Source: an optimization exercise on an open RTL-to-GDS flow (aim: small area, a short achievable clock period and few clock cycles per item). Production flows keep margins and buffers that such runs may drop.
In this exercise RTL edits were held to simulation tests only and were not proved equivalent to the original.

==> run a <==
Design div_sqrt_top_mvp, start of the top module:
module div_sqrt_top_mvp
  ( 
   input logic                            Clk_CI,
   input logic                            Rst_RBI,
   input logic                            Div_start_SI,
   input logic                            Sqrt_start_SI,
   input logic [C_OP_FP64-1:0]            Operand_a_DI,
   input logic [C_OP_FP64-1:0]            Operand_b_DI,
   input logic [C_RM-1:0]                 RM_SI,     
   input logic [C_FS-1:0]                 Format_sel_SI,   
   input logic                            Kill_SI,
   output logic [C_OP_FP64-1:0]           Result_DO,
   output logic [4:0]                     Fflags_SO,
   output logic                           Ready_SO,
   output logic                           Done_SO
 );
Settings: LEC_CHECK=0, ABC_AREA=1, CAP_MARGIN=30, CORE_MARGIN=2, CORE_UTILIZATION=48, SLEW_MARGIN=40; clock period 15.0 ns.
standard.sh (not shown) runs the stock make flow with config.mk's settings and CLKGATE_MAP_FILE= SYNTH_SCRIPT=/design/flow/synth_recipe.tcl, a recipe that flattens the netlist after the stock synthesis.
==> flow/flow/run.sh <==
#!/bin/bash
# The standard layout (the standard.sh, unchanged synthesis), with ORFS's
# timing repair asked for 10.7 ns of setup slack on the 15 ns clock, so that it
# keeps improving paths the 15 ns clock alone would leave as they are.
set -euo pipefail
export SETUP_SLACK_MARGIN=10.7
bash standard.sh > standard.log 2>&1
==> run b (differences from run a) <==
--- a/flow/design.v
+++ b/flow/design.v
@@ -264,15 +264,27 @@
                 | ({64{F64_SP}}  & {Sign_z_DP, Enorm_D, Mnorm_D[51:0]})
                 | ({64{F16_SP}}  & {48'hffff_ffff_ffff, Sign_z_DP, Enorm_D[4:0], Mnorm_D[51:42]})
                 | ({64{FALT_SP}} & {48'hffff_ffff_ffff, Sign_z_DP, Enorm_D[7:0], Mnorm_D[51:45]});
   assign Expf_D = ({64{F32_SP}}  & 64'h0000_0000_7f80_0000)
                 | ({64{F64_SP}}  & 64'h7ff0_0000_0000_0000)
                 | ({64{F16_SP}}  & 64'h0000_0000_0000_7c00)
                 | ({64{FALT_SP}} & 64'h0000_0000_0000_7f80);
-  assign Res_D = (Pack_D + {63'd0, RoundUp_en_S}) & ~(Den_SP ? Expf_D : 64'd0);
+  logic [63:0] Allones_D;    
+  always_comb begin
+    logic [63:0] g;
+    g = Pack_D;
+    for (int d = 1; d < 64; d = d * 2)              
+      for (int i = 2 * d - 1; i < 64; i += 2 * d)
+        g[i] = g[i] & g[i - d];
+    for (int d = 16; d >= 1; d = d / 2)             
+      for (int i = 3 * d - 1; i < 64; i += 2 * d)
+        g[i] = g[i] & g[i - d];
+    Allones_D = g;
+  end
+  assign Res_D = (Pack_D ^ ({Allones_D[62:0], 1'b1} & {64{RoundUp_en_S}})) & ~(Den_SP ? Expf_D : 64'd0);
   logic Div_norm_S;    
   assign Div_norm_S = Rem_DP[52] & Div_DP[53];
   always_comb begin
     State_SN  = State_SP;
     Rem_DN    = Rem_DP;
     Div_DN    = Div_DP;
     Quo_DN    = (Quo_DP << 1) | ((Qbit_S & ~(Shf_SP & (Cnt_SP == 6'd1))) ? Lsb_S[56:0] : '0);
CAP_MARGIN = 20   (was 30)
CORE_UTILIZATION = 40   (was 48)
SLEW_MARGIN = 20   (was 40)
==> summary of the runs <==
Of run b and run a, run a has the higher register-to-register slack (gap 30 ps). Between run a and run b, the lower global-route usage is in run b (gap 8.8 points). Between run b and run a, the lower clock-buffer cell count is in run b (gap 4). Core utilization: run b is lower than run a (9.4 points). Of run a and run b, run b has the higher non-clock buffer count (gap 7). Die area: run b is larger than run a (18%). Against run a, the hold slack of run b is worse by 5.3 ps. Of run a and run b, run a has the higher via count (gap about 3.5%, measured against run b). Between run b and run a, the lower setup slack is in run a (gap 28 ps).
Testbench counts of run a, summed over its fixed seeds: cycles 997,238, ops 32,000.
Testbench counts of run b, summed over its fixed seeds: cycles 997,238, ops 32,000.


==> exp/quartz: inputs <==
Another version of the RTL of div_sqrt_top_mvp (not shown whole).
make LEC_CHECK=0 ABC_AREA=1 CAP_MARGIN=50 CORE_MARGIN=2 CORE_UTILIZATION=45 SLEW_MARGIN=80 finish   # period 15.0 ns
run.sh (not shown) runs the stock make flow with config.mk's settings and CLKGATE_MAP_FILE= SYNTH_SCRIPT=/design/flow/synth_recipe.tcl, a recipe that flattens the netlist after the stock synthesis.
Stock flow here: none of the scripts above is used.
==> inputs of exp/zinc, as changes to exp/quartz <==
--- a/flow/design.v
+++ b/flow/design.v
@@ -266,21 +266,33 @@
                 | ({64{FALT_SP}} & {48'hffff_ffff_ffff, Sign_z_DP, Enorm_D[7:0], Mnorm_D[51:45]});
   assign Expf_D = ({64{F32_SP}}  & 64'h0000_0000_7f80_0000)
                 | ({64{F64_SP}}  & 64'h7ff0_0000_0000_0000)
                 | ({64{F16_SP}}  & 64'h0000_0000_0000_7c00)
                 | ({64{FALT_SP}} & 64'h0000_0000_0000_7f80);
-  assign Res_D = (Pack_D + {63'd0, RoundUp_en_S}) & ~(Den_SP ? Expf_D : 64'd0);
+  logic [63:0] Allones_D;    
+  always_comb begin
+    logic [63:0] g;
+    g = Pack_D;
+    for (int d = 1; d < 64; d = d * 2)              
+      for (int i = 2 * d - 1; i < 64; i += 2 * d)
+        g[i] = g[i] & g[i - d];
+    for (int d = 16; d >= 1; d = d / 2)             
+      for (int i = 3 * d - 1; i < 64; i += 2 * d)
+        g[i] = g[i] & g[i - d];
+    Allones_D = g;
+  end
+  assign Res_D = (Pack_D ^ ({Allones_D[62:0], 1'b1} & {64{RoundUp_en_S}})) & ~(Den_SP ? Expf_D : 64'd0);
   logic Div_norm_S;    
   assign Div_norm_S = Rem_DP[52] & Div_DP[53];
   always_comb begin
     State_SN  = State_SP;
     Rem_DN    = Rem_DP;
     Div_DN    = Div_DP;
-    Quo_DN    = Quo_DP;
+    Quo_DN    = (Quo_DP << 1) | ((Qbit_S & ~(Shf_SP & (Cnt_SP == 6'd1))) ? Lsb_S[56:0] : '0);
     Exp_a_DN  = Exp_a_DP;
     Exp_b_DN  = Exp_b_DP;
-    Exp_z_DN  = Exp_z_DP;
+    Exp_z_DN  = Exp_calc_D;
     Cnt_SN    = Cnt_SP;
     Sign_z_DN = Sign_z_DP;
     Spc_SN    = Spc_SP;
     Den_SN    = Den_SP;
     Neg_SN    = Neg_SP;
@@ -333,14 +345,12 @@
             State_SN = S_NORM;
           end
         end
       end
       S_ITER: begin
-        Exp_z_DN = Exp_calc_D;
         Rem_DN   = Sum_D;
         Fst_SN   = 1'b0;
-        Quo_DN   = (Quo_DP << 1) | ((Qbit_S & ~(Shf_SP & (Cnt_SP == 6'd1))) ? Lsb_S[56:0] : '0);
         Div_DN   = Div_SP ? Div_DP : {Div_DP[51:0], 2'b00};
         if (~(Fst_SP & Shf_SP)) Cnt_SN = Cnt_SP - 6'd1;
         OfA_SN   = ~Exp_lt1_S & (Ovf_S | (Shf_SP & Ones_S));
         OfB_SN   = ~Exp_lt1_S & ~(Ovf_S | (Shf_SP & Ones_S)) & Ones_S;
         if (Cnt_SP == 6'd1) begin
==> flow/flow/run.sh (new file) <==
#!/bin/bash
# The standard layout (the standard.sh, unchanged synthesis), with ORFS's
# timing repair asked for 10.7 ns of setup slack on the 15 ns clock, so that it
# keeps improving paths the 15 ns clock alone would leave as they are.
set -euo pipefail
export SETUP_SLACK_MARGIN=10.7
bash standard.sh > standard.log 2>&1
==> flow/standard.sh (new file) <==
#!/bin/bash
# synth_recipe.tcl (not shown) runs the flow's synth.tcl, then flattens the netlist and writes it again
# the make line also repeats each setting of config.mk as NAME=value (left out here)
make -C /OpenROAD-flow-scripts/flow DESIGN_CONFIG=/design/flow/config.mk WORK_HOME=/design/flow/orfs CLKGATE_MAP_FILE= SYNTH_SCRIPT=/design/flow/synth_recipe.tcl "${@:-finish}"
CAP_MARGIN = 30   (was 50)
CORE_UTILIZATION = 40   (was 45)
SLEW_MARGIN = 40   (was 80)
removed: flow/run.sh
==> comparison table <==
| metric | exp/quartz | exp/zinc |
|---|---|---|
| Wire length per cell after detailed routing | 27.4 um | 25.5 um |
| Share of cell area taken by flip-flops and latches | 0.213 | 0.220 |
| Routed wl met2 | 60.4 mm | 56.2 mm |
| Final wirelength | 138 mm | 129 mm |
| # clk buffers | 42 | 44 |
| Area growth syn-to-layout | 25.6% | 15.9% |
| Core occupancy in the finished layout | 0.573 | 0.468 |
| Detailed-placement wirelength estimate | 111 mm | 98.3 mm |
| Outcome | finished clean | finished clean |
| Crit Reg-Reg Endpoint | Quo_DP[24] | Rem_DP[51] |
| Synthesized-area fraction occupied by xor and xnor cells | 0.0388 | 0.0370 |
| Sequential element share of the synthesized area | 0.267 | 0.249 |
| Count of standard-cell rows | 89 | 93 |
| Number of enable flip-flop cells after synthesis | 224 | 154 |
Testbench counts of exp/quartz, summed over its fixed seeds: cycles 997,238, ops 32,000.
Testbench counts of exp/zinc, summed over its fixed seeds: cycles 997,238, ops 32,000.

==> port drivers added, routing unchanged <==
In the flow no input, the clock included, has a driving cell. The finished layouts below were timed again as built, in two steps.
Step 1 sets driving cells, clkbuf_16 on the clock port and buf_2 on the other inputs (assumed; they add their load-dependent delay and slew).
Step 2 adds t to the input delays and takes it off the output delays; t is the mean of the earliest and latest rising clock arrival at the registers after step 1. Input paths then give back, and output paths get back, about the clock's delay inside the block.
Three values: ideal, step 1, step 2; two values: the first two.
run	t (ns)	setup slack, ns	clock arrival spread, ns	slew at the worst register clock pin (ns)	pins driven straight from the clock port
run a	0.652	10.685 / 10.615 / 10.117	0.026 / 0.026	0.07 / 0.07	1
run b	0.627	10.714 / 10.649 / 10.188	0.028 / 0.027	0.08 / 0.08	1
exp/quartz	0.646	10.052 / 9.983 / 9.979	0.026 / 0.026	0.06 / 0.06	1
exp/zinc	0.647	10.717 / 10.651 / 10.193	0.038 / 0.037	0.07 / 0.07	1
After both steps every run listed still meets setup and hold. For run a, which loses most, drivers alone change the setup slack by -0.070 ns; drivers and shift together by -0.568 ns.
